Source: an optimization exercise on an open RTL-to-GDS flow (aim: small area). Production flows keep margins and buffers that such runs may drop. Function was checked by simulation only, so behaviour that the tests miss may differ from the original. No driver is modelled on the clock port, so clocking that relies on it looks cheaper here than on a real chip. Power and IR drop assume default switching activity.

===== config.mk =====
export PLATFORM = sky130hd
export DESIGN_NAME = system_top
export DESIGN_NICKNAME = system_top
export VERILOG_FILES = /design/flow/design.v
export SDC_FILE = /design/flow/constraint.sdc
export NUM_CORES = 4
export LEC_CHECK = 0
export ABC_AREA = 1
export CAP_MARGIN = 20
export CORE_MARGIN = 2
export CORE_UTILIZATION = 40
export CTS_BUF_LIST = sky130_fd_sc_hd__clkbuf_8
export GPL_TIMING_DRIVEN = 0
export SLEW_MARGIN = 20

===== constraint.sdc =====
create_clock -name core_clock -period 28.0 [get_ports {clk}]
set_input_delay 5.6000 -clock core_clock [delete_from_list [all_inputs] [get_ports {clk}]]
set_output_delay 5.6000 -clock core_clock [all_outputs]
set_load 0.01 [all_outputs]

===== design.v =====
module system_top (
    input  clk,
    input  reset,
    input  serial_data_in,
    output serial_data_out,
    output parity_error,
    output frame_error
);
    wire line = serial_data_in;
    reg [7:0] B;                     
    reg [7:0] ring [0:14];           
    reg [3:0] ph;                    
    reg       pe, podd, p8, p16;     
    reg       clr;                   
    reg        busy;       
    reg        txm;        
    reg        more;       
    reg        exec;       
    wire       calc = ~busy & txm;
    reg [2:0]  cs;         
    reg [4:0]  cnt;        
    reg [3:0]  bitn;       
    reg        par;        
    reg        cy;         
    reg [3:0]  arg;        
    reg [15:0] R;          
    localparam [2:0] C_IDLE = 3'd0, C_WADDR = 3'd1, C_WDATA = 3'd2,
                     C_RADDR = 3'd3, C_OPA = 3'd4, C_OPB = 3'd5,
                     C_FUNC = 3'd6;
    wire bit_end  = (&cnt[2:0]) & (p8 | cnt[3] & (p16 | cnt[4]));
    wire is_data  = ~bitn[3];
    wire is_start = bitn[3] & bitn[1];
    wire is_par   = bitn[3] & ~bitn[1] & ~bitn[0] & pe;
    wire is_last  = bitn[3] & ~bitn[1] & (bitn[0] | ~pe);
    wire [7:0] rbyte = R[15:8];      
    wire [3:0] f     = R[11:8];      
    wire o_sub  = (arg == 4'd1);
    wire o_mul  = (arg == 4'd2);
    wire o_div  = (arg == 4'd3);
    wire o_cmp  = (arg == 4'd10) | (arg == 4'd11) | (arg == 4'd12);
    wire o_shr  = (arg == 4'd13);
    wire o_shl  = (arg == 4'd14);
    wire o_arith = (arg == 4'd0) | o_sub | o_mul | o_cmp | o_shl;
    wire pass2  = o_cmp & cnt[0];    
    reg [3:0] tt;                    
    always @(*) begin
        case (arg)
            4'd4:  tt = 4'b1000;
            4'd5:  tt = 4'b1110;
            4'd6:  tt = 4'b0111;
            4'd7:  tt = 4'b0001;
            4'd8:  tt = 4'b0110;
            4'd9:  tt = 4'b1001;
            default: tt = 4'b1100;   
        endcase
    end
    wire ahi  = bitn[3];             
    wire a    = o_div ? ((bitn == 4'd0) ? R[7] : more) :
                (o_mul ? R[8] : o_shr ? R[1] : R[0]) & ~ahi;
    wire b    = B[bitn[2:0]] & ~ahi & (~o_mul | R[0]);
    wire bb   = o_shl ? a : b ^ (o_sub | o_cmp | o_div & par);
    wire sum  = a ^ bb ^ cy;
    wire cyn  = a & bb | a & cy | bb & cy;
    wire cond = (arg[1:0] == 2'd2) ? par : (arg[1:0] == 2'd3) ? cy & ~par : ~cy;
    wire last_step = (cnt[2:0] == 3'd7);
    wire r    = pass2 ? (bitn == 4'd0) & cond :
                o_div ? sum & ~last_step :   
                o_arith ? sum : tt[{a, b}];
    wire md       = o_mul | o_div;
    wire mul_step = calc & md & (bitn == 4'd8);      
    wire pass_end = (bitn == 4'd15);
    wire calc_last = md ? mul_step & last_step :
                     pass_end & (~o_cmp | cnt[0]);
    wire rx_start  = ~busy & ~txm & ~line;
    wire fr_end    = busy & bit_end & is_last;
    wire perr      = busy & ~txm & bit_end & is_par & (par ^ line);
    wire ferr      = busy & ~txm & bit_end & is_last & ~line;
    wire rx_abort  = perr & p8;
    wire deliver   = fr_end & ~txm & (line | ~p8);
    wire [3:0] target = (cs == C_WDATA) ? arg : (cs == C_RADDR) ? f : 4'd0;
    wire at_head   = (ph == target);
    wire in_ring   = (target != 4'd1);
    wire waits     = in_ring & ((cs == C_WDATA) | (cs == C_OPA) | (cs == C_RADDR) |
                                (cs == C_FUNC) & (f != 4'd15));
    wire step      = exec & (~waits | at_head);      
    wire ring_wr   = step & in_ring & ((cs == C_WDATA) | (cs == C_OPA));
    wire go_read   = step & (cs == C_RADDR);
    wire go_func   = step & (cs == C_FUNC) & (f != 4'd15);
    wire tx_start  = go_read | calc & calc_last;
    wire tx_next   = fr_end & txm & more;
    assign parity_error    = perr;
    assign frame_error     = ferr;
    assign serial_data_out = ~(busy & txm) | (is_data ? R[0] : is_par ? par : ~is_start);
    always @(posedge clk or negedge reset) begin
        if (~reset) begin
            busy <= 1'b0;
            txm  <= 1'b0;
            more <= 1'b0;
            exec <= 1'b0;
            cs   <= C_IDLE;
        end
        else begin
            exec <= deliver | exec & ~step;
            if (rx_start | tx_start)
                busy <= 1'b1;
            else if (fr_end & ~tx_next | rx_abort)
                busy <= 1'b0;
            if (tx_start | go_func)
                txm <= 1'b1;
            else if (fr_end & ~more)
                txm <= 1'b0;
            if (tx_start)
                more <= ~go_read;
            else if (tx_next)
                more <= 1'b0;
            else if (calc)
                more <= R[8];
            if (step) begin
                case (cs)
                    C_IDLE: begin
                        if (rbyte == 8'hAA) cs <= C_WADDR;
                        else if (rbyte == 8'hBB) cs <= C_RADDR;
                        else if (rbyte == 8'hCC) cs <= C_OPA;
                        else if (rbyte == 8'hDD) cs <= C_FUNC;
                    end
                    C_WADDR: cs <= C_WDATA;
                    C_OPA:   cs <= C_OPB;
                    C_OPB:   cs <= C_FUNC;
                    default: cs <= C_IDLE;
                endcase
            end
        end
    end
    wire [7:0] wd = rbyte & {8{reset}};
    wire       wsel = step & ((cs == C_WDATA) & (arg == 4'd1) | (cs == C_OPB));
    wire       wcfg  = step & (cs == C_WDATA) & (arg[3:1] == 3'b001);
    integer i;
    always @(posedge clk) begin
        if (~reset | wsel)
            B <= wd;
        if (~reset | wcfg & ~arg[0]) begin
            pe   <= wd[0] | ~reset;
            podd <= wd[1];
        end
        if (~reset | wcfg & arg[0]) begin
            p8   <= wd[3] | ~reset;
            p16  <= wd[4];
        end
    end
    always @(posedge clk or negedge reset) begin
        if (~reset) begin
            ph  <= 4'd0;
            clr <= 1'b1;
        end
        else begin
            ph <= (ph == 4'd15) ? 4'd0 : (ph == 4'd0) ? 4'd2 : ph + 4'd1;
            if (ph == 4'd15)
                clr <= 1'b0;
        end
    end
    wire [7:0] ring_rst = {4'b0000, ph == 4'd3, 2'b00, ph == 4'd2};
    always @(posedge clk) begin
        for (i = 0; i < 14; i = i + 1)
            ring[i] <= ring[i + 1];
        ring[14] <= clr ? ring_rst : ring_wr ? rbyte : ring[0];
    end
    always @(posedge clk) begin
        if (busy)
            cnt <= cnt + 5'd1;
        else if (calc & ~calc_last)
            cnt <= cnt + {4'd0, pass_end | mul_step};
        else
            cnt <= {4'b0, ~line};
        if (rx_start | tx_start | tx_next)
            bitn <= 4'd15;
        else if (go_func | mul_step)
            bitn <= 4'd0;
        else if (busy & bit_end | calc)
            bitn <= bitn + 4'd1;
        if (go_func)
            par <= 1'b1;
        else if (calc & o_div) begin
            if (mul_step)
                par <= ~sum;
        end
        else if (calc)
            par <= par & ~(r & ~pass2);
        else if (busy & bit_end) begin
            if (is_start)
                par <= podd;
            else if (is_data)
                par <= par ^ (txm ? R[0] : line);
        end
        if (go_func)     
            cy <= (f == 4'd1) | (f == 4'd3) | (f == 4'd10) | (f == 4'd11) | (f == 4'd12);
        else if (calc & o_div & mul_step)
            cy <= ~sum;
        else if (calc & ~pass2)
            cy <= cyn;
        if (step & ((cs == C_WADDR) | (cs == C_FUNC)))
            arg <= f;
        if (busy & bit_end & is_data)
            R <= {line, R[15:1]};
        else if (go_read)
            R[7:0] <= in_ring ? ring[0] : B;
        else if (go_func)
            R <= {8'h00, ring[0]};
        else if (calc) begin
            if (md & ~mul_step)
                R[15:8] <= {r, R[15:9]};
            else if (o_div)
                R[7:0] <= {R[6:0], ~sum};
            else
                R <= {r, R[15:1]};
        end
    end
endmodule

===== flow/run.sh =====
#!/bin/bash
# Own layout flow: the standard synthesis, then the combinational logic is
# re-mapped with an area-oriented ABC script (AIG resynthesis with &deepsyn;
# flip-flops are kept untouched: same instances, names and cell types), then
# the standard layout, with clock tree synthesis told not to add dummy
# loads and the port buffers made with the smallest buffer cell.
set -euo pipefail
here=$(pwd)
res=$here/orfs/results/$FLOW_PLATFORM/system_top/base

bash standard.sh synth > synth_standard.log 2>&1

lib=$FLOW_HOME/platforms/$FLOW_PLATFORM/lib/sky130_fd_sc_hd__tt_025C_1v80.lib
yosys_exe=$(command -v yosys || echo "$FLOW_HOME/../tools/install/yosys/bin/yosys")
cp "$res/1_2_yosys.v" "$here/1_2_yosys_standard.v"
LIB=$lib IN_V=$here/1_2_yosys_standard.v OUT_V=$here/1_2_yosys_resynth.v \
  ABC_SCRIPT=$here/flow/area.abc PLATFORM_CONFIG=$FLOW_HOME/platforms/$FLOW_PLATFORM/config.mk \
  "$yosys_exe" -c flow/resynth.tcl > resynth.log 2>&1
cp "$here/1_2_yosys_resynth.v" "$res/1_2_yosys.v"
touch "$res/1_2_yosys.v"
rm -f "$res/1_synth.odb"

# ports are buffered as in the standard flow, with the smallest buffer
export BUFFER_PORTS_ARGS="-buffer_cell sky130_fd_sc_hd__buf_1"
export CTS_ARGS="-sink_clustering_enable -repair_clock_nets -dont_use_dummy_load -buf_list sky130_fd_sc_hd__clkbuf_8"
bash standard.sh finish > layout.log 2>&1

===== flow/area.abc =====
strash
&get -n
&deepsyn -I 10 -J 100 -T 900
&dch -f
&nf -a -R 1000
&put

===== flow/resynth.tcl =====
# Re-map the combinational logic of the standard synthesis netlist for area.
yosys -import
set lib $::env(LIB)

# the platform's don't-use cells
set dont_use {}
set fh [open $::env(PLATFORM_CONFIG) r]
set in_list 0
while {[gets $fh line] >= 0} {
  if {[regexp {^\s*export\s+DONT_USE_CELLS\s*\+?=} $line]} { set in_list 1 }
  if {$in_list} {
    foreach w [split [regsub -all {\\} $line " "] " \t"] {
      if {[string match "sky130_*" $w]} { lappend dont_use -dont_use $w }
    }
    if {![regexp {\\\s*$} $line]} { set in_list 0 }
  }
}
close $fh
puts "dont_use: $dont_use"

read_liberty -ignore_miss_func $lib
read_verilog $::env(IN_V)
hierarchy -top system_top
# flip-flops stay as they are
setattr -mod -set keep_hierarchy 1 sky130_fd_sc_hd__df* sky130_fd_sc_hd__edf*
flatten
opt_clean -purge
abc -liberty $lib {*}$dont_use -script $::env(ABC_SCRIPT)
opt_clean -purge
hilomap -singleton -hicell sky130_fd_sc_hd__conb_1 HI -locell sky130_fd_sc_hd__conb_1 LO
select system_top
write_verilog -noattr -nohex -nodec -selected $::env(OUT_V)

# check the result against the library's cells
design -reset
read_liberty -lib $lib
read_verilog $::env(OUT_V)
hierarchy -check -top system_top
check -assert -mapped
tee -o resynth_stat.txt stat -liberty $lib

===== standard.sh =====
#!/bin/bash
# synth_recipe.tcl (not shown) runs the flow's synth.tcl, then flattens the netlist and writes it again
# the make line also repeats each setting of config.mk as NAME=value (left out here)
make -C /OpenROAD-flow-scripts/flow DESIGN_CONFIG=/design/flow/config.mk WORK_HOME=/design/flow/orfs CLKGATE_MAP_FILE= SYNTH_SCRIPT=/design/flow/synth_recipe.tcl "${@:-finish}"

==> results of run 1 <==
[per-stage QoR]
| step | instances | setup slack, ps |
|---|---|---|
| final | 653 | 15740 |
| after global routing | 653 | 15650 |
| after CTS | 653 | 15760 |
| after detailed placement | 636 | 15770 |
| after global placement | 635 | 15780 |
| after floorplan | 454 | 16280 |
[final cells by class]
class	count	area, µm²
Sequential cell	175	3890
Clock buffer	17	234
Tap cell	176	220
Timing Repair Buffer	6	25.0
Inverter	12	45.0
Multi-Input combinational cell	267	1580
Fill cell	1238	7350
[critical path, stage by stage]
cell and delay [ps]:
buf_1 290, nand2b_1 180, nor2_1 120, a21oi_1 50, nor3_1 240, buf_1 190
[state kept, by name, summed over array words and instances, names as in the netlist, 3 cells and up]
name	flops
bitn	4
cs	3
B	8
R	16
cnt	5
ph	4
ring	120
arg	4
[where the power goes]
group	internal, mW	leakage, nW	switching [mW]
combinational	0.0200	0.591	0.0262
clock	0.0536	0.122	0.0702
sequential	0.267	1.51	0.0159
[final timing paths]
path                                    startpoint            endpoint  slack (ps)  cells after the start
worst max-delay path                serial_data_in        parity_error       15740                      6
worst min-delay path            ring[9][6]$_DFF_P_  ring[8][6]$_DFF_P_         310                      0
worst max register to register   cs[0]$_DFFE_PN0P_      R[5]$_DFFE_PP_       23550                     12
worst min register to register  ring[9][6]$_DFF_P_  ring[8][6]$_DFF_P_         310                      0
max in group asynchronous                    reset     clr$_DFFE_PN1N_       22500                      1
min in group asynchronous                    reset    busy$_DFFE_PN0P_        5130                      1
[placed cells by master (no fill, tap or decap), types with 2 or more instances in the layout]
master    count
o21bai_1      2
clkbuf_8     17
o211ai_1      2
a222oi_1     10
nand4_1       2
edfxtp_1     33
dfxtp_1     130
o21a_1        3
nor4_1        6
nand3_1       8
a22oi_1       3
mux2i_1       3
a221o_1       2
o22ai_1       2
nor2b_1      17
nor2_1       32
and2_0       13
and3_1        7
o31ai_1       2
a31oi_1       9
o21ai_1       2
buf_2         2
buf_1         4
dfrtp_1      11
nand2_1      39
a22o_1        9
xor2_1        7
a211oi_1      2
nor3_1       12
xnor2_1       8
nand2b_1     10
clkinv_1     12
a21oi_1      19
o21ai_0      22
[routing by layer]
layer / share of wire / global-route usage / vias up
li1: - / - / 1676
met1: 0.47 / 0.204 / 1654
met2: 0.44 / 0.226 / 111
met3: 0.066 / 0.0446 / 18
met4: 0.023 / 0.0761 / 0
met5: 0 / 0 / -
==> impl_metrics.env, run 1 <==
export IMPL_status="finished clean"
export IMPL_cts_tree="built"
export IMPL_arrival_ps=6660
export IMPL_hold_buffers=0
export IMPL_critPathCaptureType="output port"
export IMPL_dr_pass1_iters=7
export IMPL_grt_pass1_wl_um=16900
export IMPL_syn_instance_count=454
export IMPL_peakVddDrop_mv=0.0469
export IMPL_slew_headroom=0.279
export IMPL_drtIter0Drc=299
export IMPL_maxSlewViolCount=0
export IMPL_antenna_found_initial=0
export IMPL_finalSetupTns_ps=0
export IMPL_start_util=0.413
export IMPL_grt_max_degree=26
export IMPL_routed_wl_um=10300
export IMPL_min_path_type="reg -> reg"
export IMPL_cts_sinks=175
export IMPL_post_route_util=0.450
export IMPL_nNetsFinal=482
export IMPL_rsz0062_at_grt="false"
export IMPL_fmax_mhz=81.6
export IMPL_worstSetupStartpointType="input port"
export IMPL_fin_hold_ws_ps=308
export IMPL_min_period_ps=12260
export IMPL_postSynthNetCount=457
export IMPL_hold_violations=0
export IMPL_vias=3459
export IMPL_skew_ps=22.9
export IMPL_final_area_um2=6000
export IMPL_yosysWarnings=2
export IMPL_setup_viol=0
export IMPL_leakage_nw=2.22
export IMPL_vias_per_cell=5.30
export IMPL_grt_total_usage=0.153
export IMPL_wl_per_cell_um=15.8
export IMPL_finalPower_mw=0.453
export IMPL_gp_congestion=0.874
export IMPL_coreArea_um2=13300
export IMPL_clk_insertion_delay_late_ps=430
export IMPL_worst_pin_slew_ps=1070
export IMPL_power_density_nw_per_um2=75.5
export IMPL_htree_levels=4
export IMPL_die_height_um=121
export IMPL_cts_buffers_inserted=17
export IMPL_worstPathMaxFanout=6
export IMPL_grt_ovfl_total=0
export IMPL_die_area_um2=14700
export IMPL_cts_root_buffer_cell="clkbuf_8"
export IMPL_cap_violations=0
export IMPL_cp_required_ps=22400
export IMPL_port_buffers=5
export IMPL_clockBufferDepth=2
export IMPL_rows=42
export IMPL_pin_count=6
export IMPL_cts_clk_slew_worst_paths_ps=80
export IMPL_critical_path_class="in -> out"
export IMPL_cts_resized=0
export IMPL_postCtsSetupBuffers=0
export IMPL_die_w_um=121
export IMPL_diodes=0
export IMPL_avgSynthCellArea_um2=12.2
export IMPL_placed_cell_area_um2=5770
export IMPL_grt_pass1_vias=3269
export IMPL_ant_nets=0
export IMPL_hpwl_um=7020
export IMPL_remaining_drc_errors=0
export IMPL_period_share=0.438
export IMPL_area_delta_synth_final_pct=8.80
export IMPL_syn_area_um2=5520
export IMPL_drive_gt1_frac=0.0440
==> run 2: changes to the inputs <==
--- a/design.v
+++ b/design.v
@@ -93,3 +93,3 @@
     assign serial_data_out = ~(busy & txm) | (is_data ? R[0] : is_par ? par : ~is_start);
-    always @(posedge clk or negedge reset) begin
+    always @(posedge clk) begin
         if (~reset) begin
@@ -149,3 +149,3 @@
     end
-    always @(posedge clk or negedge reset) begin
+    always @(posedge clk) begin
         if (~reset) begin
--- a/flow/run.sh
+++ b/flow/run.sh
@@ -24,3 +24,3 @@
 export BUFFER_PORTS_ARGS="-buffer_cell sky130_fd_sc_hd__buf_1"
-export CTS_ARGS="-sink_clustering_enable -repair_clock_nets -dont_use_dummy_load -buf_list sky130_fd_sc_hd__clkbuf_8"
+export CTS_ARGS="-sink_clustering_enable -repair_clock_nets -dont_use_dummy_load -buf_list sky130_fd_sc_hd__clkbuf_8 -root_buf sky130_fd_sc_hd__clkbuf_4"
 bash standard.sh finish > layout.log 2>&1
--- a/flow/area.abc
+++ b/flow/area.abc
@@ -6 +6,7 @@
 &put
+mfs2 -a
+strash
+&get -n
+&dch -f
+&nf -a -R 1000
+&put
==> run 2 against run 1 <==
- die area down 0.44%
- first-iteration DRC count grew 11%
- clock power is essentially flat
- wire length is 2.1% higher
- synthesized cell count up 3.1%
- register-to-register slack hardly changed
==> impl_metrics.env, run 2 <==
export IMPL_status="finished clean"
export IMPL_min_path_type="reg -> reg"
export IMPL_die_area_um2=14700
export IMPL_cts_sinks=175
export IMPL_remaining_drc_errors=0
export IMPL_grt_pass1_vias=3263
export IMPL_mostFrequentLayoutCell="dfxtp_1"
export IMPL_hold_violations=0
export IMPL_setup_viol=0
export IMPL_syn_area_um2=5490
export IMPL_finalSetupTns_ps=0
export IMPL_p_clk_frac=0.311
export IMPL_min_period_ps=12070
export IMPL_nNetsFinal=495
export IMPL_seq_power_share=0.672
export IMPL_cts_root_buffer_cell="clkbuf_4"
export IMPL_p_comb_frac=0.017
export IMPL_clk_insertion_delay_late_ps=570
export IMPL_syn_instance_count=468
export IMPL_drive_gt1_frac=0.0347
export IMPL_most_common_layout_cells="dfxtp_1, nand2_1, nor2_1, edfxtp_1, o21ai_0"
export IMPL_antenna_found_initial=1
export IMPL_internal_power_mw=0.316
export IMPL_cts_buffers_inserted=17
export IMPL_yosysWarnings=2
export IMPL_cp_required_ps=22400
export IMPL_critPathCaptureType="output port"
export IMPL_nFillCells=1275
export IMPL_drtIter0Drc=332
export IMPL_cp_common_cell="buf_1"
export IMPL_start_util=0.411
export IMPL_wl_per_cell_um=15.8
export IMPL_skew_ps=22.7
export IMPL_fmax_mhz=82.8
export IMPL_hold_buffers=0
export IMPL_port_buffers=5
export IMPL_peakVddDrop_mv=0.0330
export IMPL_vias_per_cell=5.35
export IMPL_leakage_nw=2.17
export IMPL_hpwl_um=7240
export IMPL_power_switching_mw=0.0786
export IMPL_worstSetupStartpointType="input port"
export IMPL_postCtsSetupBuffers=0
export IMPL_routed_wl_um=10500
export IMPL_final_area_um2=5960
export IMPL_slew_headroom=0.298
export IMPL_grt_ovfl_total=0
export IMPL_rows=42
export IMPL_grt_max_degree=24
export IMPL_cts_tree="built"
export IMPL_placed_cell_area_um2=5730
export IMPL_largest_reg_flops=120
export IMPL_seqCellArea_um2=3830
export IMPL_worstPathMaxFanout=5
export IMPL_dr_pass1_iters=6
export IMPL_critPathTopFamily="buffers and inverters"
export IMPL_cts_resized=0
export IMPL_slowest_stage="buf_1"
export IMPL_avgSynthCellArea_um2=11.7
export IMPL_max_flop_register="ring"
export IMPL_period_share=0.431
export IMPL_clockBufferDepth=2
export IMPL_grt_pass1_wl_um=16900
export IMPL_die_height_um=121
export IMPL_die_w_um=121
export IMPL_coreArea_um2=13300
export IMPL_critical_path_class="in -> out"
export IMPL_gp_congestion=0.882
export IMPL_timing_critical_path_buf_inv=2
export IMPL_rsz0062_at_grt="false"
export IMPL_area_delta_synth_final_pct=8.54
export IMPL_postSynthNetCount=471
export IMPL_vias=3568
export IMPL_reg_top3="ring: 120 flops, R: 16 flops, B: 8 flops"
export IMPL_worst_pin_slew_ps=1050
export IMPL_max_stage_delay_ps=270
export IMPL_cts_clk_slew_worst_paths_ps=80
export IMPL_switching_share=0.199
export IMPL_ant_nets=0
export IMPL_multi_input_area_um2=1630
export IMPL_power_density_nw_per_um2=66.2
export IMPL_grt_total_usage=0.153
export IMPL_htree_levels=4
export IMPL_pin_count=6
export IMPL_cap_violations=0
export IMPL_maxSlewViolCount=0
export IMPL_arrival_ps=6470
export IMPL_worstPathCellList="buf_1 -> xnor2_1 -> nor4_1 -> buf_1"
==> run 2: worst reg2reg max path, stage by stage, from the launching register on <==
cell and delay (ps):
edfxtp_1 520, nor2b_1 280, a21o_1 150, a21oi_1 70, a32oi_1 500, a21oi_1 190
o21ai_0 580, clkinv_1 260, and3_1 340, nand2b_1 260, o21ai_0 780, a222oi_1 290
nand2_1 110
==> run 2: per-stage QoR <==
stage | instances | worst slack (ps) | util | power, mW | hold slack, ps
detailed placement | 649 | 15950 | 0.429 | 0.278 | 312
CTS | 666 | 15940 | 0.446 | 0.400 | 306
global placement | 649 | 15980 | 0.429 | 0.277 | 310
finish | 667 | 15930 | 0.447 | 0.395 | 305
global route | 667 | 15830 | 0.447 | 0.411 | 318
floorplan | 468 | 16240 | - | 0.274 | 310
==> run 2: worst paths after layout <==
check	startpoint	endpoint	slack [ps]	cells past startpoint
max	serial_data_in	parity_error	15930	4
max reg2reg	arg[2]$_DFFE_PP_	R[7]$_DFFE_PP_	23550	12
min	ring[10][2]$_DFF_P_	ring[9][2]$_DFF_P_	300	0
min reg2reg	ring[10][2]$_DFF_P_	ring[9][2]$_DFF_P_	300	0
==> run 2: area by class of cell <==
class / count / area share
sequential: 175 / 0.643
clock buffer: 17 / 0.0382
tap: 176 / 0.0369
antenna: 1 / 0.000420
multi-input combinational: 286 / 0.274
inverter: 7 / 0.00441
timing repair buffer: 5 / 0.00315
==> run 2: power by group through the flow <==
stage	clock, mW	combinational, mW	sequential, mW
after CTS	0.128	0.00652	0.265
after global routing	0.138	0.00740	0.266
after global placement	0	0.00614	0.271
final	0.123	0.00657	0.265
after detailed placement	0	0.00649	0.271
after floorplan	0	0.00456	0.270
==> run 2: metal layers <==
| metal | vias up | wire length (µm) | global-route usage |
|---|---|---|---|
| met5 | - | 0 | 0 |
| met4 | 0 | 208 | 0.0740 |
| met3 | 17 | 737 | 0.0456 |
| met2 | 124 | 4740 | 0.226 |
| met1 | 1697 | 4820 | 0.205 |
| li1 | 1730 | - | - |
==> run 3: changes to the inputs <==
--- a/design.v
+++ b/design.v
@@ -43,3 +43,2 @@
     wire o_arith = (arg == 4'd0) | o_sub | o_mul | o_cmp | o_shl;
-    wire pass2  = o_cmp & cnt[0];    
     reg [3:0] tt;                    
@@ -65,3 +64,3 @@
     wire last_step = (cnt[2:0] == 3'd7);
-    wire r    = pass2 ? (bitn == 4'd0) & cond :
+    wire r    = o_cmp ? 1'b0 :
                 o_div ? sum & ~last_step :   
@@ -71,4 +70,3 @@
     wire pass_end = (bitn == 4'd15);
-    wire calc_last = md ? mul_step & last_step :
-                     pass_end & (~o_cmp | cnt[0]);
+    wire calc_last = md ? mul_step & last_step : pass_end;
     wire rx_start  = ~busy & ~txm & ~line;
@@ -170,3 +168,3 @@
         else if (calc & ~calc_last)
-            cnt <= cnt + {4'd0, pass_end | mul_step};
+            cnt <= cnt + {4'd0, mul_step};
         else
@@ -186,3 +184,3 @@
         else if (calc)
-            par <= par & ~(r & ~pass2);
+            par <= par & ~sum;
         else if (busy & bit_end) begin
@@ -197,3 +195,3 @@
             cy <= ~sum;
-        else if (calc & ~pass2)
+        else if (calc)
             cy <= cyn;
@@ -213,3 +211,3 @@
             else
-                R <= {r, R[15:1]};
+                R <= {r, R[15:2], (o_cmp & pass_end) ? cond : R[1]};
         end
==> run 3 against run 2 <==
- still clean
- clock-buffer cell count did not move
- wire length is 4.0% lower
- critical path depth up 1
- first-iteration DRC count down 34%
- largest cell class unchanged
==> impl_metrics.env, run 3 <==
export IMPL_max_flop_register="ring"
export IMPL_rsz0062_at_grt="false"
export IMPL_peakVddDrop_mv=0.0504
export IMPL_grtUsageMet3=0.0448
export IMPL_largest_reg_flops=120
export IMPL_worstPathCellList="buf_1 -> a21oi_1 -> o2111ai_1 -> nor2_1 -> buf_1"
export IMPL_ant_nets=0
export IMPL_critPathTopFamily="buffers and inverters"
export IMPL_mostFrequentLayoutCell="dfxtp_1"
export IMPL_die_w_um=121
export IMPL_worstSetupStartpointType="input port"
export IMPL_pin_count=6
export IMPL_dr_pass1_iters=4
export IMPL_drtIter0Drc=218
export IMPL_skew_ps=35.2
export IMPL_cts_sinks=175
export IMPL_grt_total_usage=0.151
export IMPL_grt_pass1_vias=3340
export IMPL_port_buffers=5
export IMPL_status="finished clean"
export IMPL_worstReg2RegStart="cs[0]$_SDFFE_PN0P_"
export IMPL_cap_violations=0
export IMPL_nNetsFinal=484
export IMPL_coreArea_um2=13200
export IMPL_die_area_um2=14500
export IMPL_leakage_nw=2.14
export IMPL_worstPathMaxFanout=7
export IMPL_syn_area_um2=5440
export IMPL_yosysWarnings=2
export IMPL_maxSlewViolCount=0
export IMPL_clk_insertion_delay_late_ps=580
export IMPL_cts_clk_slew_worst_paths_ps=70
export IMPL_cts_buffers_inserted=17
export IMPL_fin_ws_ps=16000
export IMPL_avgSynthCellArea_um2=11.9
export IMPL_vias=3423
export IMPL_grt_use_met2=0.225
export IMPL_hold_violations=0
export IMPL_reg_top3="ring: 120 flops, R: 16 flops, B: 8 flops"
export IMPL_clockBufferDepth=2
export IMPL_antenna_found_initial=0
export IMPL_cts_resized=0
export IMPL_worst_pin_slew_ps=1030
export IMPL_slew_headroom=0.310
export IMPL_final_area_um2=5910
export IMPL_grt_pass1_wl_um=16800
export IMPL_rows=42
export IMPL_regToRegSetupSlack_ps=23470
export IMPL_arrival_ps=6400
export IMPL_crit_path_end="parity_error"
export IMPL_finalPower_mw=0.394
export IMPL_place_ws_ps=16020
export IMPL_gp_congestion=0.892
export IMPL_drive_gt1_frac=0.0355
export IMPL_most_common_layout_cells="dfxtp_1, nor2_1, edfxtp_1, nand2_1, a21oi_1"
export IMPL_busiest_layer="met2"
export IMPL_slowest_stage="buf_1"
export IMPL_area_delta_synth_final_pct=8.58
export IMPL_routed_wl_um=10100
export IMPL_finalSetupTns_ps=0
export IMPL_placed_cell_area_um2=5680
export IMPL_crit_cells=5
export IMPL_max_stage_delay_ps=190
export IMPL_grt_max_degree=27
export IMPL_cts_tree="built"
export IMPL_crit_start="serial_data_in"
export IMPL_worst_r2r_endpoint="R[0]$_DFFE_PP_"
export IMPL_r2r_cells=13
export IMPL_postCtsSetupBuffers=0
export IMPL_start_util=0.411
export IMPL_post_route_util=0.446
export IMPL_cts_root_buffer_cell="clkbuf_4"
export IMPL_setup_viol=0
export IMPL_syn_instance_count=457
export IMPL_critical_path_class="in -> out"
export IMPL_power_density_nw_per_um2=66.7
export IMPL_vias_per_cell=5.23
export IMPL_period_share=0.429
export IMPL_htree_levels=4
export IMPL_postSynthNetCount=460
export IMPL_min_path_type="reg -> reg"
export IMPL_critPathCaptureType="output port"
export IMPL_cp_common_cell="buf_1"
export IMPL_die_height_um=121
export IMPL_hpwl_um=6820
export IMPL_grt_met1_usage=0.198
export IMPL_wl_per_cell_um=15.4
export IMPL_min_period_ps=12000
export IMPL_cp_required_ps=22400
export IMPL_diodes=0
export IMPL_hold_buffers=0
export IMPL_grt_ovfl_total=0
export IMPL_timing_critical_path_buf_inv=2
export IMPL_remaining_drc_errors=0
export IMPL_fmax_mhz=83.3
run 3: changes by cell type in the layout (fill, tap and decap cells not counted), moves of 4 or more:
cell and delta:
nand2_1 -16, o22ai_1 +16, a222oi_1 -6, nor3_1 -6
mux2i_1 +5, a21oi_1 +4, and3_1 -4, clkinv_1 +4
o21ai_0 -4
run 3: worst min-delay path by stage:
stage          cells past startpoint               start            endpoint  slack [ps]
2_1_floorplan                      0  ring[1][0]$_DFF_P_  ring[0][0]$_DFF_P_         310
3_3_place_gp                       0  ring[7][5]$_DFF_P_  ring[6][5]$_DFF_P_         310
3_5_place_dp                       0  ring[4][4]$_DFF_P_  ring[3][4]$_DFF_P_         310
4_1_cts                            0  ring[9][6]$_DFF_P_  ring[8][6]$_DFF_P_         320
5_1_grt                            0  ring[4][5]$_DFF_P_  ring[3][5]$_DFF_P_         310
6_report                           0  ring[4][5]$_DFF_P_  ring[3][5]$_DFF_P_         310
run 3: where the power goes:
group	internal [mW]	leakage, nW	switching, mW
sequential	0.262	1.46	0.00365
combinational	0.00233	0.557	0.00344
clock	0.0516	0.120	0.0713
run 3: layer usage:
metal | wire, µm | up-vias
li1 | - | 1680
met1 | 4750 | 1619
met2 | 4430 | 98
met3 | 652 | 26
met4 | 256 | 0
met5 | 0 | -
run 3: stage by stage:
step | hold slack (ps) | std cells
3_3_place_gp | 311 | 638
2_1_floorplan | 310 | 457
5_1_grt | 313 | 655
3_5_place_dp | 312 | 638
4_1_cts | 316 | 655
6_report | 312 | 655
run 3: area by class of cell:
| cell class | instances | area (µm²) |
|---|---|---|
| Fill cell | 1254 | 7340 |
| Sequential cell | 175 | 3830 |
| Multi-Input combinational cell | 271 | 1570 |
| Clock buffer | 17 | 228 |
| Tap cell | 176 | 220 |
| Inverter | 11 | 41.3 |
| Timing Repair Buffer | 5 | 18.8 |
run 3: worst reg2reg max path: stages (launching register included):
cell,delay [ps]
dfxtp_1,610
mux2i_1,360
o22ai_1,120
a21oi_1,120
a21oi_1,70
o21ai_0,250
and2_0,320
nand2_1,200
nor3_1,820
nor2_1,210
a21oi_1,650
a211oi_1,140
a221oi_1,260
o21ai_0,130
==> run 4: changes to the inputs <==
--- a/design.v
+++ b/design.v
@@ -91,4 +91,11 @@
     assign serial_data_out = ~(busy & txm) | (is_data ? R[0] : is_par ? par : ~is_start);
-    always @(posedge clk) begin
-        if (~reset) begin
+    reg rst_n;
+    always @(posedge clk or negedge reset) begin
+        if (~reset)
+            rst_n <= 1'b0;
+        else
+            rst_n <= 1'b1;
+    end
+    always @(posedge clk) begin
+        if (~rst_n) begin
             busy <= 1'b0;
@@ -131,3 +138,3 @@
     end
-    wire [7:0] wd = rbyte & {8{reset}};
+    wire [7:0] wd = rbyte & {8{rst_n}};
     wire       wsel = step & ((cs == C_WDATA) & (arg == 4'd1) | (cs == C_OPB));
@@ -136,10 +143,10 @@
     always @(posedge clk) begin
-        if (~reset | wsel)
+        if (~rst_n | wsel)
             B <= wd;
-        if (~reset | wcfg & ~arg[0]) begin
-            pe   <= wd[0] | ~reset;
+        if (~rst_n | wcfg & ~arg[0]) begin
+            pe   <= wd[0] | ~rst_n;
             podd <= wd[1];
         end
-        if (~reset | wcfg & arg[0]) begin
-            p8   <= wd[3] | ~reset;
+        if (~rst_n | wcfg & arg[0]) begin
+            p8   <= wd[3] | ~rst_n;
             p16  <= wd[4];
@@ -148,3 +155,3 @@
     always @(posedge clk) begin
-        if (~reset) begin
+        if (~rst_n) begin
             ph  <= 4'd0;
==> run 4 against run 3 <==
- still clean
- flip-flop and latch count is 1 higher
- clock-buffer cell count stayed put
- design area is 1.6% higher
- setup slack worse by 140 ps
- final cell count is 1.8% higher
- register-to-register slack better by 470 ps
- first-iteration DRC count is 50% higher
- via count is 3.9% higher
- synthesized cell count is 2.4% higher
- non-clock buffer count stayed put
- total power is 0.23% higher
- wire length is 7.1% higher
- highest routed layer unchanged
==> impl_metrics.env, run 4 <==
export IMPL_clockBufferDepth=2
export IMPL_routed_wl_um=10800
export IMPL_cap_violations=0
export IMPL_hold_buffers=0
export IMPL_die_area_um2=14800
export IMPL_htree_levels=4
export IMPL_vias=3555
export IMPL_cts_sinks=176
export IMPL_finalSetupTns_ps=0
export IMPL_worstReg2RegStart="arg[0]$_DFFE_PP_"
export IMPL_hpwl_um=7340
export IMPL_avgSynthCellArea_um2=11.8
export IMPL_max_stage_delay_ps=310
export IMPL_syn_area_um2=5520
export IMPL_nFillCells=1278
export IMPL_critical_path_class="in -> out"
export IMPL_holdPathStages=0
export IMPL_worst_r2r_endpoint="R[0]$_DFFE_PP_"
export IMPL_remaining_drc_errors=0
export IMPL_antenna_found_initial=1
export IMPL_finalPower_mw=0.395
export IMPL_grt_total_usage=0.158
export IMPL_fin_hold_ws_ps=309
export IMPL_postSynthNetCount=471
export IMPL_regToRegSetupSlack_ps=23940
export IMPL_cts_clk_slew_worst_paths_ps=90
export IMPL_ant_nets=0
export IMPL_gp_congestion=0.907
export IMPL_min_path_type="reg -> reg"
export IMPL_worst_pin_slew_ps=865
export IMPL_nNetsFinal=495
export IMPL_cts_root_buffer_cell="clkbuf_4"
export IMPL_hold_end="ring[7][0]$_DFF_P_"
export IMPL_arrival_ps=6540
export IMPL_grt_ovfl_total=0
export IMPL_syn_instance_count=468
export IMPL_status="finished clean"
export IMPL_r2r_cells=12
export IMPL_power_density_nw_per_um2=65.8
export IMPL_clk_insertion_delay_late_ps=570
export IMPL_start_util=0.414
export IMPL_cts_buffers_inserted=17
export IMPL_cp_required_ps=22400
export IMPL_grt_pass1_wl_um=17600
export IMPL_max_flop_register="ring"
export IMPL_worstPathMaxFanout=6
export IMPL_setup_viol=0
export IMPL_min_period_ps=12140
export IMPL_die_w_um=122
export IMPL_cp_common_cell="buf_1"
export IMPL_yosysWarnings=2
export IMPL_most_common_layout_cells="dfxtp_1, nor2_1, nand2_1, edfxtp_1, o21ai_0"
export IMPL_hold_violations=0
export IMPL_finalNonFillerCells=667
export IMPL_dp_cells=649
export IMPL_largest_reg_flops=120
export IMPL_grt_max_degree=27
export IMPL_mostFrequentLayoutCell="dfxtp_1"
export IMPL_vias_per_cell=5.33
export IMPL_cts_tree="built"
export IMPL_rows=42
export IMPL_coreArea_um2=13300
export IMPL_leakage_nw=2.17
export IMPL_grt_pass1_vias=3481
export IMPL_slew_headroom=0.423
export IMPL_wl_per_cell_um=16.2
export IMPL_pin_count=6
export IMPL_rsz0062_at_grt="false"
export IMPL_postCtsSetupBuffers=0
export IMPL_critPathCaptureType="output port"
export IMPL_hp_start="ring[8][0]$_DFF_P_"
export IMPL_port_buffers=5
export IMPL_period_share=0.434
export IMPL_drive_gt1_frac=0.0367
export IMPL_skew_ps=19.7
export IMPL_peakVddDrop_mv=0.0408
export IMPL_drtIter0Drc=326
export IMPL_maxSlewViolCount=0
export IMPL_dr_pass1_iters=5
export IMPL_cts_resized=0
export IMPL_worstPathCellList="buf_1 -> xnor2_1 -> nor4_1 -> buf_1"
export IMPL_slowest_stage="nor4_1"
export IMPL_die_height_um=122
export IMPL_area_delta_synth_final_pct=8.63
export IMPL_reg_top3="ring: 120 flops, R: 16 flops, B: 8 flops"
export IMPL_worstSetupStartpointType="input port"
export IMPL_fmax_mhz=82.3
-- run 4: routing by layer --
metal,GRT usage,share of wire,up-vias
li1,-,-,1718
met1,0.211,0.49,1730
met2,0.238,0.45,94
met3,0.0437,0.043,13
met4,0.0754,0.014,0
met5,0,0,-
-- run 4: stage by stage --
| step | setup WS, ps | instance area (µm²) | utilization |
|---|---|---|---|
| floorplan | 16270 | 5520 | - |
| global placement | 15870 | 5760 | 0.432 |
| detailed placement | 15880 | 5770 | 0.432 |
| CTS | 15870 | 6000 | 0.449 |
| global route | 15740 | 6000 | 0.450 |
| finish | 15860 | 6000 | 0.450 |
-- run 4: how the worst max path moves through the flow --
stage / from / to / slack (ps) / cells after the start
after floorplan: serial_data_in / parity_error / 16270 / 2
after global placement: serial_data_in / parity_error / 15870 / 4
after detailed placement: serial_data_in / parity_error / 15880 / 4
after CTS: serial_data_in / parity_error / 15870 / 4
after global routing: serial_data_in / parity_error / 15740 / 4
final: serial_data_in / parity_error / 15860 / 4
-- run 4: where the power goes --
part,total [mW],switching [mW],internal [mW]
Sequential,0.267,0.00371,0.263
Combinational,0.00499,0.00275,0.00223
Clock,0.123,0.0717,0.0516
-- run 4: layout make-up --
class,count,area (µm²),area share
Timing Repair Buffer,5,18.8,0.00313
Multi-Input combinational cell,282,1640,0.273
Sequential cell,176,3860,0.643
Tap cell,176,220,0.0367
Inverter,10,37.5,0.00626
Clock buffer,17,228,0.0379
Antenna cell,1,2.50,0.000417
-- run 4: worst max-delay path: cells and delay by family --
kind	cells	cell delay [ps]
buffers and inverters	2	490
xor gates and xnor gates	1	140
and+or+nand+nor	1	310
==> run 5: changes to the inputs <==
--- a/flow/run.sh
+++ b/flow/run.sh
@@ -5,3 +5,4 @@
 # the standard layout, with clock tree synthesis told not to add dummy
-# loads and the port buffers made with the smallest buffer cell.
+# loads and to use clkbuf_4 where the clock slew allows it (flow/post_cts.tcl),
+# and the port buffers made with the smallest buffer cell.
 set -euo pipefail
@@ -24,3 +25,5 @@
 export BUFFER_PORTS_ARGS="-buffer_cell sky130_fd_sc_hd__buf_1"
-export CTS_ARGS="-sink_clustering_enable -repair_clock_nets -dont_use_dummy_load -buf_list sky130_fd_sc_hd__clkbuf_8 -root_buf sky130_fd_sc_hd__clkbuf_4"
+export CTS_ARGS="-sink_clustering_enable -repair_clock_nets -dont_use_dummy_load -buf_list sky130_fd_sc_hd__clkbuf_4 -root_buf sky130_fd_sc_hd__clkbuf_4"
+# clock buffers that drive too much load for a clkbuf_4 are made clkbuf_8
+export POST_CTS_TCL=$here/flow/post_cts.tcl
 bash standard.sh finish > layout.log 2>&1
==> flow/post_cts.tcl (new file) <==
# Run by ORFS after clock tree synthesis (POST_CTS_TCL). The clock tree is
# built from clkbuf_4; each clock buffer whose loads would see a clock slew
# above 100 ps (placement estimate) is made a clkbuf_8, then the placement
# is legalized again.
estimate_parasitics -placement
set upsized 0
foreach inst [get_cells *] {
  set m [get_property $inst ref_name]
  if {$m ne "sky130_fd_sc_hd__clkbuf_4"} { continue }
  set worst 0
  set out [get_pins -of_objects $inst -filter "direction == output"]
  foreach pin [get_pins -of_objects [get_nets -of_objects $out] -filter "direction == input"] {
    set s [get_property $pin slew_max]
    if {$s > $worst} { set worst $s }
  }
  if {$worst > 0.100} {
    replace_cell $inst sky130_fd_sc_hd__clkbuf_8
    incr upsized
  }
}
puts "post_cts: made $upsized clock buffers clkbuf_8"
detailed_placement
check_placement -verbose
estimate_parasitics -placement
--- a/config.mk
+++ b/config.mk
@@ -10,5 +10,6 @@
 export CORE_MARGIN = 2
-export CORE_UTILIZATION = 40
+export CORE_UTILIZATION = 55
 export CTS_BUF_LIST = sky130_fd_sc_hd__clkbuf_8
 export GPL_TIMING_DRIVEN = 0
+export PLACE_DENSITY = 0.8
 export SLEW_MARGIN = 20
==> run 5 against run 4 <==
- still clean on timing, DRC and antenna
- die area decreased by 26%
- final cell count decreased by 6.6%
- wire length decreased by 7.7%
- area after synthesis unchanged
- register-to-register slack improved by 110 ps
- critical path type unchanged
- largest cell class unchanged
==> impl_metrics.env, run 5 <==
export IMPL_avgSynthCellArea_um2=11.8
export IMPL_maxSlewViolCount=0
export IMPL_leakage_nw=2.16
export IMPL_diodes=0
export IMPL_drtIter0Drc=296
export IMPL_clk_insertion_delay_late_ps=430
export IMPL_seq_power_share=0.692
export IMPL_reg_top3="ring: 120 flops, R: 16 flops, B: 8 flops"
export IMPL_peakVddDrop_mv=0.0688
export IMPL_mostFrequentLayoutCell="dfxtp_1"
export IMPL_postSynthNetCount=471
export IMPL_switching_share=0.195
export IMPL_cts_clk_slew_worst_paths_ps=100
export IMPL_yosysWarnings=2
export IMPL_worstSetupStartpointType="input port"
export IMPL_period_share=0.434
export IMPL_nNetsFinal=495
export IMPL_status="finished clean"
export IMPL_critPathCaptureType="output port"
export IMPL_p_comb_frac=0.013
export IMPL_max_flop_register="ring"
export IMPL_wl_per_cell_um=16.0
export IMPL_nFillCells=809
export IMPL_cts_tree="built"
export IMPL_grt_pass1_vias=3251
export IMPL_power_density_nw_per_um2=65.2
export IMPL_crit_start="serial_data_in"
export IMPL_hold_violations=0
export IMPL_regToRegSetupSlack_ps=24050
export IMPL_rsz0062_at_grt="false"
export IMPL_cap_violations=0
export IMPL_area_delta_synth_final_pct=7.04
export IMPL_p_clk_frac=0.295
export IMPL_arrival_ps=6550
export IMPL_place_ws_ps=15830
export IMPL_cts_sinks=176
export IMPL_min_period_ps=12150
export IMPL_hp_start="ring[8][4]$_DFF_P_"
export IMPL_antenna_found_initial=0
export IMPL_vias=3579
export IMPL_finalPower_mw=0.385
export IMPL_syn_area_um2=5520
export IMPL_power_switching_mw=0.0752
export IMPL_worstPathMaxFanout=6
export IMPL_port_buffers=5
export IMPL_grt_ovfl_total=0
export IMPL_start_util=0.565
export IMPL_worst_r2r_endpoint="R[0]$_DFFE_PP_"
export IMPL_cp_required_ps=22400
export IMPL_remaining_drc_errors=0
export IMPL_internal_power_mw=0.310
export IMPL_finalSetupTns_ps=0
export IMPL_fin_ws_ps=15850
export IMPL_most_common_layout_cells="dfxtp_1, nor2_1, nand2_1, edfxtp_1, o21ai_0"
export IMPL_slew_headroom=0.470
export IMPL_coreArea_um2=9770
export IMPL_vias_per_cell=5.74
export IMPL_grt_max_degree=27
export IMPL_r2r_cells=12
export IMPL_holdPathStages=0
export IMPL_hold_end="ring[7][4]$_DFF_P_"
export IMPL_grt_pass1_wl_um=16300
export IMPL_dr_pass1_iters=5
export IMPL_routed_wl_um=9970
export IMPL_drive_gt1_frac=0.0367
export IMPL_pin_count=6
export IMPL_die_area_um2=10900
export IMPL_min_path_type="reg -> reg"
export IMPL_worstReg2RegStart="arg[0]$_DFFE_PP_"
export IMPL_skew_ps=32.9
export IMPL_fmax_mhz=82.3
export IMPL_rows=36
export IMPL_ant_nets=0
export IMPL_die_height_um=104
export IMPL_hpwl_um=6910
export IMPL_worst_pin_slew_ps=795
export IMPL_grt_total_usage=0.194
export IMPL_critical_path_class="in -> out"
export IMPL_syn_instance_count=468
export IMPL_largest_reg_flops=120
export IMPL_setup_viol=0
export IMPL_die_w_um=104
export IMPL_gp_congestion=0.909
-- run 5: how the worst max path moves through the flow --
stage	to	slack, ps	cells after the start
final	parity_error	15850	4
after global routing	parity_error	15790	4
after detailed placement	parity_error	15830	4
after global placement	parity_error	15890	4
after floorplan	parity_error	16270	2
-- run 5: layout make-up --
type                            instances  area [µm²]  share of cell area
Sequential cell                       176        3860               0.653
Multi-Input combinational cell        282        1640               0.277
Clock buffer                           17         196              0.0332
Tap cell                              133         166              0.0281
Inverter                               10        37.5             0.00635
Timing Repair Buffer                    5        18.8             0.00317
-- run 5: worst max-delay path, stage by stage --
cell     delay [ps]
buf_1           300
xnor2_1         120
nor4_1          330
buf_1           190
-- run 5: routing by layer --
metal / vias to the layer above / wire [µm] / GRT usage
li1: 1722 / - / -
met1: 1683 / 4650 / 0.276
met2: 156 / 4430 / 0.281
met3: 18 / 734 / 0.0576
met4: 0 / 161 / 0.0695
met5: - / 0 / 0
-- run 5: metrics by stage --
step                      hold slack (ps)   util  cell area, µm²  std cells
after floorplan                       310      -            5520        468
after global placement                310  0.584            5710        606
after detailed placement              312  0.585            5720        606
after global routing                  298  0.605            5910        623
final                                 299  0.605            5910        623
-- run 5: power groups by stage --
stage                     registers [mW]  logic, mW  clock network, mW
after floorplan                    0.271    0.00375                  0
after global placement             0.272    0.00462                  0
after detailed placement           0.273    0.00491                  0
after global routing               0.267    0.00548              0.127
final                              0.267    0.00491              0.114
==> run 6: changes to the inputs <==
--- a/design.v
+++ b/design.v
@@ -91,11 +91,4 @@
     assign serial_data_out = ~(busy & txm) | (is_data ? R[0] : is_par ? par : ~is_start);
-    reg rst_n;
-    always @(posedge clk or negedge reset) begin
-        if (~reset)
-            rst_n <= 1'b0;
-        else
-            rst_n <= 1'b1;
-    end
-    always @(posedge clk) begin
-        if (~rst_n) begin
+    always @(posedge clk) begin
+        if (~reset) begin
             busy <= 1'b0;
@@ -138,3 +131,3 @@
     end
-    wire [7:0] wd = rbyte & {8{rst_n}};
+    wire [7:0] wd = rbyte & {8{reset}};
     wire       wsel = step & ((cs == C_WDATA) & (arg == 4'd1) | (cs == C_OPB));
@@ -143,10 +136,10 @@
     always @(posedge clk) begin
-        if (~rst_n | wsel)
+        if (~reset | wsel)
             B <= wd;
-        if (~rst_n | wcfg & ~arg[0]) begin
-            pe   <= wd[0] | ~rst_n;
+        if (~reset | wcfg & ~arg[0]) begin
+            pe   <= wd[0] | ~reset;
             podd <= wd[1];
         end
-        if (~rst_n | wcfg & arg[0]) begin
-            p8   <= wd[3] | ~rst_n;
+        if (~reset | wcfg & arg[0]) begin
+            p8   <= wd[3] | ~reset;
             p16  <= wd[4];
@@ -155,3 +148,3 @@
     always @(posedge clk) begin
-        if (~rst_n) begin
+        if (~reset) begin
             ph  <= 4'd0;
==> run 6 against run 5 <==
- clock skew fell by 4.5 ps
- die area is 1.5% lower
- design area down 1.7%
- non-clock buffer count unchanged
- combinational power increased by about 20%
- highest routed layer unchanged
- first-iteration DRC count is 11% lower
- fmax up 1.7%
- utilization fell by 0.45 points
- still clean
==> impl_metrics.env, run 6 <==
export IMPL_drtIter0Drc=263
export IMPL_r2r_cells=13
export IMPL_worstPathCellList="buf_1 -> a21oi_1 -> o2111ai_1 -> nor2_1 -> buf_1"
export IMPL_cp_required_ps=22400
export IMPL_grt_pass1_wl_um=16800
export IMPL_most_common_layout_cells="dfxtp_1, nor2_1, edfxtp_1, nand2_1, a21oi_1"
export IMPL_maxSlewViolCount=0
export IMPL_place_ws_ps=16060
export IMPL_vias=3534
export IMPL_hp_start="ring[8][3]$_DFF_P_"
export IMPL_routed_top_layer="met4"
export IMPL_arrival_ps=6340
export IMPL_grt_ovfl_total=0
export IMPL_p_comb_frac=0.015
export IMPL_worstReg2RegStart="cs[0]$_SDFFE_PN0P_"
export IMPL_hold_violations=0
export IMPL_min_period_ps=11940
export IMPL_yosysWarnings=2
export IMPL_die_w_um=103
export IMPL_status="finished clean"
export IMPL_finalPower_mw=0.384
export IMPL_placed_cell_area_um2=5630
export IMPL_leakage_nw=2.12
export IMPL_cts_tree="built"
export IMPL_max_stage_delay_ps=170
export IMPL_coreArea_um2=9680
export IMPL_cp_common_cell="buf_1"
export IMPL_dp_cells=595
export IMPL_met2_length_um=4760
export IMPL_min_path_type="reg -> reg"
export IMPL_port_buffers=5
export IMPL_start_util=0.562
export IMPL_post_route_util=0.601
export IMPL_slowest_stage="buf_1"
export IMPL_seqCellArea_um2=3830
export IMPL_die_area_um2=10700
export IMPL_hold_end="ring[7][3]$_DFF_P_"
export IMPL_area_delta_synth_final_pct=6.90
export IMPL_fmax_mhz=83.7
export IMPL_pin_count=6
export IMPL_vias_per_cell=5.77
export IMPL_fin_ws_ps=16060
export IMPL_skew_ps=28.4
export IMPL_internal_power_mw=0.307
export IMPL_grt_total_usage=0.210
export IMPL_max_flop_register="ring"
export IMPL_reg_top3="ring: 120 flops, R: 16 flops, B: 8 flops"
export IMPL_grt_pass1_vias=3348
export IMPL_worst_r2r_endpoint="R[0]$_DFFE_PP_"
export IMPL_wl_per_cell_um=16.6
export IMPL_cap_violations=0
export IMPL_regToRegSetupSlack_ps=23580
export IMPL_routed_wl_um=10100
export IMPL_critPathCaptureType="output port"
export IMPL_seq_power_share=0.691
export IMPL_wl_met3_um=630
export IMPL_syn_instance_count=457
export IMPL_remaining_drc_errors=0
export IMPL_dr_pass1_iters=7
export IMPL_die_height_um=103
export IMPL_p_clk_frac=0.294
export IMPL_clk_insertion_delay_late_ps=420
export IMPL_nFillCells=769
export IMPL_worstSetupStartpointType="input port"
export IMPL_holdPathStages=0
export IMPL_worstPathMaxFanout=7
export IMPL_setup_viol=0
export IMPL_finalSetupTns_ps=0
export IMPL_slew_headroom=0.327
export IMPL_rsz0062_at_grt="false"
export IMPL_postSynthNetCount=460
export IMPL_largest_reg_flops=120
export IMPL_gp_congestion=0.895
export IMPL_switching_share=0.199
export IMPL_cts_sinks=175
export IMPL_power_switching_mw=0.0765
export IMPL_finalNonFillerCells=612
export IMPL_diodes=0
export IMPL_peakVddDrop_mv=0.0509
export IMPL_power_density_nw_per_um2=66.0
export IMPL_ant_nets=0
export IMPL_syn_area_um2=5440
export IMPL_antenna_found_initial=0
export IMPL_rows=36
export IMPL_worst_pin_slew_ps=1010
export IMPL_multi_input_area_um2=1570
export IMPL_critical_path_class="in -> out"
export IMPL_hpwl_um=6890
export IMPL_met1_length_um=4610
export IMPL_drive_gt1_frac=0.0355
export IMPL_period_share=0.427
export IMPL_avgSynthCellArea_um2=11.9
export IMPL_fin_hold_ws_ps=303
export IMPL_final_area_um2=5820
export IMPL_mostFrequentLayoutCell="dfxtp_1"
export IMPL_cts_clk_slew_worst_paths_ps=90
export IMPL_grt_max_degree=27
export IMPL_nNetsFinal=484
==> run 6: final cells by class <==
type / instances / area share
clock buffers: 17 / 0.0327
repair buffers: 5 / 0.00323
flip-flops and latches: 175 / 0.659
inverters: 11 / 0.00710
well taps: 133 / 0.0286
multi-input cells: 271 / 0.269
==> run 6: worst max-delay path: cells and delay by family <==
kind / cells / cell delay [ps]
buffers and inverters: 2 / 320
AO/OA/AOI/OAI: 2 / 300
AND/OR/NAND/NOR: 1 / 110
==> run 6: layer usage <==
layer,up-vias,GRT usage
li1,1682,-
met1,1711,0.285
met2,128,0.321
met3,13,0.0571
met4,0,0.0870
met5,-,0
==> run 6: power groups by stage <==
stage | clock network (mW) | logic, mW | registers (mW)
final | 0.113 | 0.00588 | 0.265
after global placement | 0 | 0.00543 | 0.271
after floorplan | 0 | 0.00416 | 0.270
after global routing | 0.126 | 0.00663 | 0.266
after detailed placement | 0 | 0.00575 | 0.271
==> run 6: how the worst max path moves through the flow <==
| stage | start | to | depth (start not counted) |
|---|---|---|---|
| after floorplan | serial_data_in | parity_error | 3 |
| after global placement | serial_data_in | parity_error | 5 |
| after global routing | serial_data_in | parity_error | 5 |
| final | serial_data_in | parity_error | 5 |
| after detailed placement | serial_data_in | parity_error | 5 |
==> run 7: changes to the inputs <==
--- a/flow/post_cts.tcl
+++ b/flow/post_cts.tcl
@@ -2,3 +2,3 @@
 # built from clkbuf_4; each clock buffer whose loads would see a clock slew
-# above 100 ps (placement estimate) is made a clkbuf_8, then the placement
+# above 112 ps (placement estimate) is made a clkbuf_8, then the placement
 # is legalized again.
@@ -15,3 +15,3 @@
   }
-  if {$worst > 0.100} {
+  if {$worst > 0.112} {
     replace_cell $inst sky130_fd_sc_hd__clkbuf_8
==> run 7 against run 6 <==
- still clean
- die area unchanged
- setup slack lost 2.9 ps
- register-to-register slack worse by 70 ps
- via count increased by 0.85%
- clock skew decreased by 2.1 ps
- flip-flop and latch count unchanged
- global-route usage hardly changed
- sequential share of layout area grew 0.28 points
- largest power group unchanged
- highest routed layer unchanged
==> impl_metrics.env, run 7 <==
export IMPL_status="finished clean"
export IMPL_pin_count=6
export IMPL_maxSlewViolCount=0
export IMPL_leakage_nw=2.11
export IMPL_vias_per_cell=5.82
export IMPL_cap_violations=0
export IMPL_start_util=0.562
export IMPL_avgSynthCellArea_um2=11.9
export IMPL_arrival_ps=6350
export IMPL_area_delta_synth_final_pct=6.44
export IMPL_gp_congestion=0.895
export IMPL_critical_path_class="in -> out"
export IMPL_syn_instance_count=457
export IMPL_worstPathMaxFanout=7
export IMPL_postSynthNetCount=460
export IMPL_reg_top3="ring: 120 flops, R: 16 flops, B: 8 flops"
export IMPL_rows=36
export IMPL_syn_area_um2=5440
export IMPL_peakVddDrop_mv=0.0509
export IMPL_cp_required_ps=22400
export IMPL_antenna_found_initial=0
export IMPL_crit_start="serial_data_in"
export IMPL_die_height_um=103
export IMPL_period_share=0.427
export IMPL_yosysWarnings=2
export IMPL_fmax_mhz=83.7
export IMPL_mostFrequentLayoutCell="dfxtp_1"
export IMPL_finalSetupTns_ps=0
export IMPL_remaining_drc_errors=0
export IMPL_cp_common_cell="buf_1"
export IMPL_dr_pass1_iters=6
export IMPL_drive_gt1_frac=0.0355
export IMPL_routed_wl_um=10200
export IMPL_critPathCaptureType="output port"
export IMPL_slew_headroom=0.333
export IMPL_slowest_stage="buf_1"
export IMPL_grt_ovfl_total=0
export IMPL_min_period_ps=11950
export IMPL_rsz0062_at_grt="false"
export IMPL_die_w_um=103
export IMPL_grt_pass1_wl_um=16800
export IMPL_max_stage_delay_ps=180
export IMPL_coreArea_um2=9680
export IMPL_setup_viol=0
export IMPL_skew_ps=26.3
export IMPL_cts_sinks=175
export IMPL_ant_nets=0
export IMPL_wl_per_cell_um=16.7
export IMPL_nNetsFinal=484
export IMPL_drtIter0Drc=249
export IMPL_grt_max_degree=27
export IMPL_worstSetupStartpointType="input port"
export IMPL_die_area_um2=10700
export IMPL_clk_insertion_delay_late_ps=420
export IMPL_worst_pin_slew_ps=1000
export IMPL_diodes=0
export IMPL_fin_ws_ps=16050
export IMPL_hpwl_um=6890
export IMPL_place_ws_ps=16060
export IMPL_grt_total_usage=0.210
export IMPL_min_path_type="reg -> reg"
export IMPL_max_flop_register="ring"
export IMPL_grt_pass1_vias=3347
export IMPL_power_density_nw_per_um2=65.2
export IMPL_hold_violations=0
export IMPL_worstReg2RegStart="cs[0]$_SDFFE_PN0P_"
export IMPL_most_common_layout_cells="dfxtp_1, nor2_1, edfxtp_1, nand2_1, a21oi_1"
export IMPL_cts_clk_slew_worst_paths_ps=90
export IMPL_port_buffers=5
export IMPL_vias=3564
export IMPL_nFillCells=775
export IMPL_hp_start="ring[4][3]$_DFF_P_"
export IMPL_largest_reg_flops=120
export IMPL_cts_tree="built"
export IMPL_worstPathCellList="buf_1 -> a21oi_1 -> o2111ai_1 -> nor2_1 -> buf_1"
run 7: worst max-delay path, delay by kind of cell:
kind,cells,cell delay [ps]
AO/OA/AOI/OAI,2,310
buffers and inverters,2,330
AND/OR/NAND/NOR,1,110
run 7: where the power goes:
group | leakage (nW) | switching (mW) | total [mW] | internal, mW
clock network | 0.0937 | 0.0692 | 0.107 | 0.0375
logic | 0.557 | 0.00357 | 0.00590 | 0.00233
registers | 1.46 | 0.00352 | 0.265 | 0.262
run 7: stage by stage:
step | power (mW) | util | hold WS (ps) | instances | cell area (µm²)
2_1_floorplan | 0.274 | - | 310 | 457 | 5440
3_3_place_gp | 0.276 | 0.581 | 311 | 595 | 5630
3_5_place_dp | 0.277 | 0.581 | 312 | 595 | 5630
5_1_grt | 0.391 | 0.598 | 318 | 612 | 5790
6_report | 0.378 | 0.598 | 311 | 612 | 5790
run 7: cell type report:
type	instances	area [µm²]	area share
Sequential cell	175	3830	0.662
Multi-Input combinational cell	271	1570	0.270
Tap cell	133	166	0.0287
Clock buffer	17	165	0.0285
Inverter	11	41.3	0.00713
Timing Repair Buffer	5	18.8	0.00324
run 7: final timing paths:
| kind | end | slack, ps | depth (start not counted) |
|---|---|---|---|
| hold / removal | ring[3][3]$_DFF_P_ | 310 | 0 |
| setup reg to reg | R[0]$_DFFE_PP_ | 23510 | 13 |
| setup / recovery | parity_error | 16050 | 5 |
| hold reg to reg | ring[3][3]$_DFF_P_ | 310 | 0 |
run 7: layer usage:
layer,track usage,vias to the layer above,share of wire
met1,0.285,1680,0.44
li1,-,1683,-
met3,0.0551,23,0.075
met2,0.322,178,0.46
met4,0.0870,0,0.021
met5,0,-,0
==> run 8: changes to the inputs <==
--- a/config.mk
+++ b/config.mk
@@ -10,6 +10,6 @@
 export CORE_MARGIN = 2
-export CORE_UTILIZATION = 55
+export CORE_UTILIZATION = 60
 export CTS_BUF_LIST = sky130_fd_sc_hd__clkbuf_8
 export GPL_TIMING_DRIVEN = 0
-export PLACE_DENSITY = 0.8
+export PLACE_DENSITY = 0.9
 export SLEW_MARGIN = 20
==> run 8 against run 7 <==
- critical endpoint unchanged
- sequential share of layout area grew 0.22 points
- via count about the same
- clock skew is 1.9 ps higher
- wire length grew 0.51%
- largest power group unchanged
- utilization grew 6.1 points
- still clean on timing, DRC and antenna
- global-route usage increased by 1.5 points
- flip-flop and latch count unchanged
- setup slack worse by 10 ps
- non-clock buffer count stayed put
- design area decreased by 0.32%
- clock-buffer cell count unchanged
==> impl_metrics.env, run 8 <==
export IMPL_status="finished clean"
export IMPL_dr_pass1_iters=5
export IMPL_syn_instance_count=457
export IMPL_mostFrequentLayoutCell="dfxtp_1"
export IMPL_peakVddDrop_mv=0.0679
export IMPL_grt_total_usage=0.225
export IMPL_gp_congestion=0.970
export IMPL_postSynthNetCount=460
export IMPL_r2r_cells=13
export IMPL_nNetsFinal=484
export IMPL_leakage_nw=2.12
export IMPL_routed_top_layer="met4"
export IMPL_skew_ps=28.2
export IMPL_cap_violations=0
export IMPL_wl_met3_um=792
export IMPL_regToRegSetupSlack_ps=23640
export IMPL_min_period_ps=11960
export IMPL_final_area_um2=5770
export IMPL_syn_area_um2=5440
export IMPL_largest_reg_flops=120
export IMPL_seqCellArea_um2=3830
export IMPL_port_buffers=5
export IMPL_met2_length_um=4910
export IMPL_setup_viol=0
export IMPL_ant_nets=0
export IMPL_yosysWarnings=2
export IMPL_multi_input_area_um2=1570
export IMPL_cp_required_ps=22400
export IMPL_power_density_nw_per_um2=65.9
export IMPL_start_util=0.621
export IMPL_crit_path_end="parity_error"
export IMPL_slew_headroom=0.376
export IMPL_drive_gt1_frac=0.0355
export IMPL_grt_pass1_vias=3504
export IMPL_critPathCaptureType="output port"
export IMPL_maxSlewViolCount=0
export IMPL_cts_clk_slew_worst_paths_ps=90
export IMPL_worstPathCellList="buf_1 -> a21oi_1 -> o2111ai_1 -> nor2_1 -> buf_1"
export IMPL_min_path_type="reg -> reg"
export IMPL_period_share=0.427
export IMPL_worst_r2r_endpoint="R[0]$_DFFE_PP_"
export IMPL_avgSynthCellArea_um2=11.9
export IMPL_hold_violations=0
export IMPL_met1_length_um=4440
export IMPL_grt_pass1_wl_um=17200
export IMPL_critical_path_class="in -> out"
export IMPL_die_area_um2=9840
export IMPL_die_w_um=99.2
export IMPL_grt_ovfl_total=0
export IMPL_clk_insertion_delay_late_ps=420
export IMPL_rows=34
export IMPL_worst_pin_slew_ps=936
export IMPL_wl_per_cell_um=17.5
export IMPL_area_delta_synth_final_pct=6.09
export IMPL_cp_common_cell="buf_1"
export IMPL_crit_start="serial_data_in"
export IMPL_diodes=0
export IMPL_max_stage_delay_ps=170
export IMPL_remaining_drc_errors=0
export IMPL_cts_sinks=175
export IMPL_placed_cell_area_um2=5590
export IMPL_rsz0062_at_grt="false"
export IMPL_max_flop_register="ring"
export IMPL_die_height_um=99.2
export IMPL_pin_count=6
export IMPL_fmax_mhz=83.6
export IMPL_cts_tree="built"
export IMPL_arrival_ps=6360
export IMPL_reg_top3="ring: 120 flops, R: 16 flops, B: 8 flops"
export IMPL_vias=3561
export IMPL_antenna_found_initial=0
export IMPL_worstSetupStartpointType="input port"
export IMPL_worstPathMaxFanout=7
export IMPL_worstReg2RegStart="R[8]$_DFFE_PP_"
export IMPL_drtIter0Drc=255
export IMPL_nFillCells=635
export IMPL_vias_per_cell=6.07
export IMPL_finalSetupTns_ps=0
export IMPL_routed_wl_um=10200
export IMPL_hpwl_um=6920
export IMPL_most_common_layout_cells="dfxtp_1, nor2_1, edfxtp_1, nand2_1, a21oi_1"
export IMPL_slowest_stage="buf_1"
export IMPL_coreArea_um2=8760
export IMPL_grt_max_degree=27
run 8: worst max-delay path: cells and delay by family:
family | cells | cell delay (ps)
and+or+nand+nor | 1 | 120
AOI/OAI and AO/OA | 2 | 310
buffers and inverters | 2 | 330
run 8: how the worst min path moves through the flow:
stage,startpoint,slack (ps),end,cells past startpoint
after floorplan,ring[1][0]$_DFF_P_,310,ring[0][0]$_DFF_P_,0
after global placement,ring[11][5]$_DFF_P_,310,ring[10][5]$_DFF_P_,0
after detailed placement,ring[10][3]$_DFF_P_,310,ring[9][3]$_DFF_P_,0
after global routing,ring[9][6]$_DFF_P_,310,ring[8][6]$_DFF_P_,0
final,ring[6][7]$_DFF_P_,310,ring[5][7]$_DFF_P_,0
run 8: cell type report:
type	instances	area share
clock buffer	17	0.0308
inverter	11	0.00715
multi-input combinational	271	0.271
sequential	175	0.664
tap	108	0.0234
timing repair buffer	5	0.00325
run 8: metal layers:
metal	vias up	track usage
li1	1680	-
met1	1718	0.299
met2	144	0.346
met3	19	0.0780
met4	0	0.0801
met5	-	0
run 8: metrics by stage:
stage	hold slack, ps	instances	utilization	setup slack, ps	total power [mW]
after floorplan	310	457	-	16390	0.274
after global placement	311	570	0.638	16070	0.276
after detailed placement	312	570	0.638	16070	0.277
after global routing	314	587	0.659	15900	0.394
final	309	587	0.659	16040	0.380
run 8: report_power, final:
group	total, mW	switching, mW	internal [mW]
logic	0.00572	0.00339	0.00232
registers	0.265	0.00375	0.262
clock network	0.109	0.0686	0.0405

==> separate check: timing with driven ports <==
The flow's constraints put no driver on any port. The routed layouts listed below were extracted and timed again, unchanged, in two steps.
Step 1 assumes that a clkbuf_16 drives the clock port and a buf_2 every other input.
Step 2 times the ports against the registers' clock, not the clock port: input delays grow and output delays shrink by t, the midpoint of the rising clock arrivals with the driver on.
Slacks: no drivers / after step 1 / after step 2; pairs: no drivers / after step 1.
| run | shift t [ns] | slack for setup (ns) | hold slack, ns | worst setup path at the end | worst data-port slew with drivers (ns) |
|---|---|---|---|---|---|
| run 1 | 0.455 | 15.738 / 15.714 / 15.714 | 0.308 / 0.308 / 0.308 | input to output | 0.03 |
| run 2 | 0.593 | 15.929 / 15.908 / 15.908 | 0.305 / 0.305 / 0.305 | input to output | 0.03 |
| run 3 | 0.591 | 15.998 / 15.979 / 15.979 | 0.312 / 0.312 / 0.312 | input to output | 0.03 |
| run 4 | 0.597 | 15.856 / 15.832 / 15.832 | 0.309 / 0.309 / 0.309 | input to output | 0.03 |
| run 5 | 0.445 | 15.851 / 15.829 / 15.829 | 0.299 / 0.299 / 0.299 | input to output | 0.03 |
| run 6 | 0.441 | 16.055 / 16.034 / 16.034 | 0.303 / 0.303 / 0.303 | input to output | 0.03 |
| run 7 | 0.440 | 16.052 / 16.031 / 16.031 | 0.311 / 0.311 / 0.311 | input to output | 0.03 |
| run 8 | 0.430 | 16.042 / 16.021 / 16.021 | 0.309 / 0.309 / 0.309 | input to output | 0.03 |
After both steps setup and hold are still met in every run listed.
